Background: an optimization exercise with open tools, aiming at small area. Do not read the settings as production practice.
Where RTL was checked, it was by simulation tests only, not by an equivalence proof against the original.
Power is estimated from default activity; no workload was simulated.

## red
==> flow/design.v <==
module uSADD (
    input wire iClk,
    input wire iRstN,
    input wire iA,
    input wire iB,
    output reg oC
);
    reg acc0;
    always@(posedge iClk or negedge iRstN) begin
        if(~iRstN) begin
            acc0 <= 1'b0;
            oC <= 1'b0;
        end else begin
            acc0 <= acc0 ^ iA ^ iB;
            oC <= (acc0 & iA) | (acc0 & iB) | (iA & iB);
        end
    end
endmodule
module uSSUB (
    input wire iClk,
    input wire iRstN,
    input wire iBiZero,
    input wire iA,
    input wire iB,
    output reg oAdd,
    output reg oSub
);
    reg acc0;
    wire sub0 = acc0 ^ iBiZero;
    wire iBn = ~iB;
    always@(posedge iClk or negedge iRstN) begin
        if(~iRstN) begin
            acc0 <= 1'b0;
            oAdd <= 1'b0;
            oSub <= 1'b0;
        end else begin
            acc0 <= acc0 ^ iA ^ iB;
            oAdd <= (acc0 & iA) | (acc0 & iB) | (iA & iB);
            oSub <= (sub0 & iA) | (sub0 & iBn) | (iA & iBn);
        end
    end
endmodule
module uMUL_bi (
    input wire iClk,
    input wire iRstN,
    input wire iClr,
    input wire iA,
    input wire [8:0] iT,
    input wire [7:0] iwReal,
    input wire [7:0] iwImg,
    output wire oMultReal,
    output wire oMultImg
);
    reg [8:0] nBot;
    wire [8:0] n = iA ? nBot : (iT - nBot);
    wire [7:0] g = n[7:0] ^ n[8:1];
    wire [7:0] seq = {g[0], g[1], g[2], g[3], g[4], g[5], g[6], g[7]};
    always@(posedge iClk or negedge iRstN) begin
        if(~iRstN) begin
            nBot <= 9'd0;
        end else begin
            if(iClr) begin
                nBot <= 9'd0;
            end else begin
                nBot <= nBot + {8'd0, iA};
            end
        end
    end
    assign oMultReal = ~(iA ^ (iwReal > seq));
    assign oMultImg = ~(iA ^ (iwImg > seq));
endmodule
module uButterfly (
    input wire iClk,
    input wire iRstN,
    input wire iClr,
    input wire iBiZero,
    input wire [8:0] iT,
    input wire iReal0,
    input wire iImg0,
    input wire iReal1,
    input wire iImg1,
    input wire [7:0] iwReal,
    input wire [7:0] iwImg,
    output wire oReal0,
    output wire oImg0,
    output wire oReal1,
    output wire oImg1
);
    wire eq_Real1_x_wReal;
    wire eq_Real1_x_wImg;
    wire eq_Img1_x_wReal;
    wire eq_Img1_x_wImg;
    wire scalerReal0;
    wire scalerImg0;
    wire real_eq;
    wire img_eq;
    uMUL_bi u_uMUL_bi_Real1 (
        .iClk(iClk),
        .iRstN(iRstN),
        .iClr(iClr),
        .iA(iReal1),
        .iT(iT),
        .iwReal(iwReal),
        .iwImg(iwImg),
        .oMultReal(eq_Real1_x_wReal),
        .oMultImg(eq_Real1_x_wImg)
    );
    uMUL_bi u_uMUL_bi_Img1 (
        .iClk(iClk),
        .iRstN(iRstN),
        .iClr(iClr),
        .iA(iImg1),
        .iT(iT),
        .iwReal(iwReal),
        .iwImg(iwImg),
        .oMultReal(eq_Img1_x_wReal),
        .oMultImg(eq_Img1_x_wImg)
    );
    uSSUB u_uSSUB_realeq (
        .iClk(iClk),
        .iRstN(iRstN),
        .iBiZero(iBiZero),
        .iA(eq_Real1_x_wReal),
        .iB(eq_Img1_x_wImg),
        .oAdd(),
        .oSub(real_eq)
    );
    uSADD u_uSADD_imgeq (
        .iClk(iClk),
        .iRstN(iRstN),
        .iA(eq_Real1_x_wImg),
        .iB(eq_Img1_x_wReal),
        .oC(img_eq)
    );
    uSADD u_uSADD_scalerReal (
        .iClk(iClk),
        .iRstN(iRstN),
        .iA(iReal0),
        .iB(iBiZero),
        .oC(scalerReal0)
    );
    uSADD u_uSADD_scalerImg (
        .iClk(iClk),
        .iRstN(iRstN),
        .iA(iImg0),
        .iB(iBiZero),
        .oC(scalerImg0)
    );
    uSSUB u_uSSUB_oReal (
        .iClk(iClk),
        .iRstN(iRstN),
        .iBiZero(iBiZero),
        .iA(scalerReal0),
        .iB(real_eq),
        .oAdd(oReal0),
        .oSub(oReal1)
    );
    uSSUB u_uSSUB_oImg (
        .iClk(iClk),
        .iRstN(iRstN),
        .iBiZero(iBiZero),
        .iA(scalerImg0),
        .iB(img_eq),
        .oAdd(oImg0),
        .oSub(oImg1)
    );
endmodule
module uSFFT #(
    parameter BITWIDTH = 8,
    parameter BINPUT = 2
) (
    input wire iClk,
    input wire iRstN,
    input wire loadW,
    input wire iClr,
    input wire iAReal0,
    input wire iAImg0,
    input wire iAReal1,
    input wire iAImg1,
    input wire iBReal0,
    input wire iBImg0,
    input wire iBReal1,
    input wire iBImg1,
    input wire [BITWIDTH-1:0] iwReal,
    input wire [BITWIDTH-1:0] iwImg,
    output wire oCReal0,
    output wire oCImg0,
    output wire oCReal1,
    output wire oCImg1,
    output wire oDReal0,
    output wire oDImg0,
    output wire oDReal1,
    output wire oDImg1
);
    reg [7:0] wReal;
    reg [7:0] wImg;
    reg biZero;
    reg [8:0] cycT;  
    always@(posedge iClk or negedge iRstN) begin
        if(~iRstN) begin
            wReal <= 8'd0;
            wImg <= 8'd0;
        end else begin
            if(loadW) begin
                wReal <= iwReal;
                wImg <= iwImg;
            end
        end
    end
    always@(posedge iClk or negedge iRstN) begin
        if(~iRstN) begin
            biZero <= 1'b0;
        end else begin
            biZero <= ~biZero;
        end
    end
    always@(posedge iClk or negedge iRstN) begin
        if(~iRstN) begin
            cycT <= 9'd0;
        end else begin
            if(iClr) begin
                cycT <= 9'd0;
            end else begin
                cycT <= cycT + 9'd1;
            end
        end
    end
    wire mid1_Real0;
    wire mid1_Img0;
    wire mid1_Real1;
    wire mid1_Img1;
    wire mid2_Real0;
    wire mid2_Img0;
    wire mid2_Real1;
    wire mid2_Img1;
    uButterfly u_uButterfly_in1 (
        .iClk(iClk), .iRstN(iRstN), .iClr(iClr), .iBiZero(biZero), .iT(cycT),
        .iReal0(iAReal0), .iImg0(iAImg0), .iReal1(iAReal1), .iImg1(iAImg1),
        .iwReal(wReal), .iwImg(wImg),
        .oReal0(mid1_Real0), .oImg0(mid1_Img0), .oReal1(mid1_Real1), .oImg1(mid1_Img1)
    );
    uButterfly u_uButterfly_in2 (
        .iClk(iClk), .iRstN(iRstN), .iClr(iClr), .iBiZero(biZero), .iT(cycT),
        .iReal0(iBReal0), .iImg0(iBImg0), .iReal1(iBReal1), .iImg1(iBImg1),
        .iwReal(wReal), .iwImg(wImg),
        .oReal0(mid2_Real0), .oImg0(mid2_Img0), .oReal1(mid2_Real1), .oImg1(mid2_Img1)
    );
    uButterfly u_uButterfly_out13 (
        .iClk(iClk), .iRstN(iRstN), .iClr(iClr), .iBiZero(biZero), .iT(cycT),
        .iReal0(mid1_Real0), .iImg0(mid1_Img0), .iReal1(mid2_Real0), .iImg1(mid2_Img0),
        .iwReal(wReal), .iwImg(wImg),
        .oReal0(oCReal0), .oImg0(oCImg0), .oReal1(oCReal1), .oImg1(oCImg1)
    );
    uButterfly u_uButterfly_out24 (
        .iClk(iClk), .iRstN(iRstN), .iClr(iClr), .iBiZero(biZero), .iT(cycT),
        .iReal0(mid1_Real1), .iImg0(mid1_Img1), .iReal1(mid2_Real1), .iImg1(mid2_Img1),
        .iwReal(wReal), .iwImg(wImg),
        .oReal0(oDReal0), .oImg0(oDImg0), .oReal1(oDReal1), .oImg1(oDImg1)
    );
endmodule
clock: 4.0 ns
lec_check: 0
cap_margin: 20
core_margin: 2
core_utilization: 40
slew_margin: 20
run.sh (not shown) runs the stock make flow with config.mk's settings and CLKGATE_MAP_FILE= SYNTH_SCRIPT=/design/flow/synth_recipe.tcl, a recipe that flattens the netlist after the stock synthesis.
[flow] red | stages: complete | final checks: fail | reason: negative setup slack
Input changes introduced in blue (baseline for comparison: red):
-- flow/design.v --
<<< red, line 53
);
    reg [8:0] nBot;
    wire [8:0] n = iA ? nBot : (iT - nBot);
    wire [7:0] g = n[7:0] ^ n[8:1];
    wire [7:0] seq = {g[0], g[1], g[2], g[3], g[4], g[5], g[6], g[7]};
    always@(posedge iClk or negedge iRstN) begin
        if(~iRstN) begin
>>> blue, line 53
);
    reg [8:0] nBot;
    wire [8:0] nTop;
    wire [9:0] cSub;  
    wire [9:0] cBot;  
    assign cSub[0] = 1'b1;
    assign cBot[0] = iA;
    wire [8:0] n = iA ? nBot : nTop;
    wire [7:0] g = n[7:0] ^ n[8:1];
    always@(posedge iClk or negedge iRstN) begin
        if(~iRstN) begin
<<< red, line 63
                nBot <= 9'd0;
            end else begin
                nBot <= nBot + {8'd0, iA};
            end
        end
    end
    assign oMultReal = ~(iA ^ (iwReal > seq));
    assign oMultImg = ~(iA ^ (iwImg > seq));
endmodule
module uButterfly (
>>> blue, line 67
                nBot <= 9'd0;
            end else begin
                nBot <= nBot ^ cBot[8:0];
            end
        end
    end
    wire [8:0] cR;
    wire [8:0] cI;
    assign cR[8] = 1'b0;
    assign cI[8] = 1'b0;
    genvar i;
    generate
        for (i = 0; i < 8; i = i + 1) begin : g_cmp
            assign cR[i] = (iwReal[7-i] & ~g[i]) | (cR[i+1] & (iwReal[7-i] | ~g[i]));
            assign cI[i] = (iwImg[7-i] & ~g[i]) | (cI[i+1] & (iwImg[7-i] | ~g[i]));
            assign cBot[i+1] = cBot[i] & nBot[i];
        end
        for (i = 0; i < 9; i = i + 1) begin : g_sub
            assign nTop[i] = iT[i] ^ ~nBot[i] ^ cSub[i];
            assign cSub[i+1] = (iT[i] & ~nBot[i]) | (cSub[i] & (iT[i] | ~nBot[i]));
        end
    endgenerate
    assign oMultReal = ~(iA ^ cR[0]);
    assign oMultImg = ~(iA ^ cI[0]);
endmodule
module uButterfly (
### Flow results
Compared blue vs red, and portion of the clock cycle consumed by the worst path in the final layout is up in blue.
Diff blue..red | worst clock skew | negligible
Higher final setup violation count among red and blue: blue
Looking at minimum hold slack across both flows, blue is the weaker of the two, with red ahead.
Across red and blue, no clean finish was achieved.
red ran in full, but the layout does not pass; the checks complain about negative setup slack.
The flow completed for blue, but it is not clean: the layout still shows negative setup slack.
Against red as the reference, blue delivers a higher sequential share of power.
Against red, blue reports a clock buffer instance count of the final layout that is lower.
The higher biggest cell delay along the critical path of red and blue is in blue.
Highest net fanout along the worst path (blue over red): increase, 1
Diff red..blue | buffer depth of the longest clock path | unchanged
[compare] base=red new=blue: layout cell share with drive strength beyond 1 climbed 11 points; non-clock buffer instance count of the final layout increased about 21%; placed instance count -about 22%.
Taking red as the reference, in blue height of the die down 17 um; internal power summed over all cells has decreased.
Only the layout flow was run in blue; the RTL was not checked for function there.

==> what the ideal ports hide <==
How much do the figures lean on ideal ports? The routed layouts below were timed once more, with nothing changed but the port constraints.
Step 1 (the two cells are an assumption about what drives the block):
set clk [get_ports {iClk}]
set_driving_cell -lib_cell sky130_fd_sc_hd__clkbuf_16 $clk
set_driving_cell -lib_cell sky130_fd_sc_hd__buf_2 [delete_from_list [all_inputs] $clk]
Step 2, shift: input delay + t, output delay - t, t = (earliest + latest rising clock arrival at the registers) / 2. This alone moves slack from input paths to output paths.
a / b / c = ideal ports / drivers / drivers and shift; a / b = the first two.
run	t (ns)	slack for setup (ns)	clock arrival spread, ns	worst register clock-pin slew, ns
red	0.489	-0.131 / -0.131 / -0.131	0.013 / 0.013	0.07 / 0.07
blue	0.488	-1.939 / -1.939 / -1.939	0.011 / 0.012	0.07 / 0.07
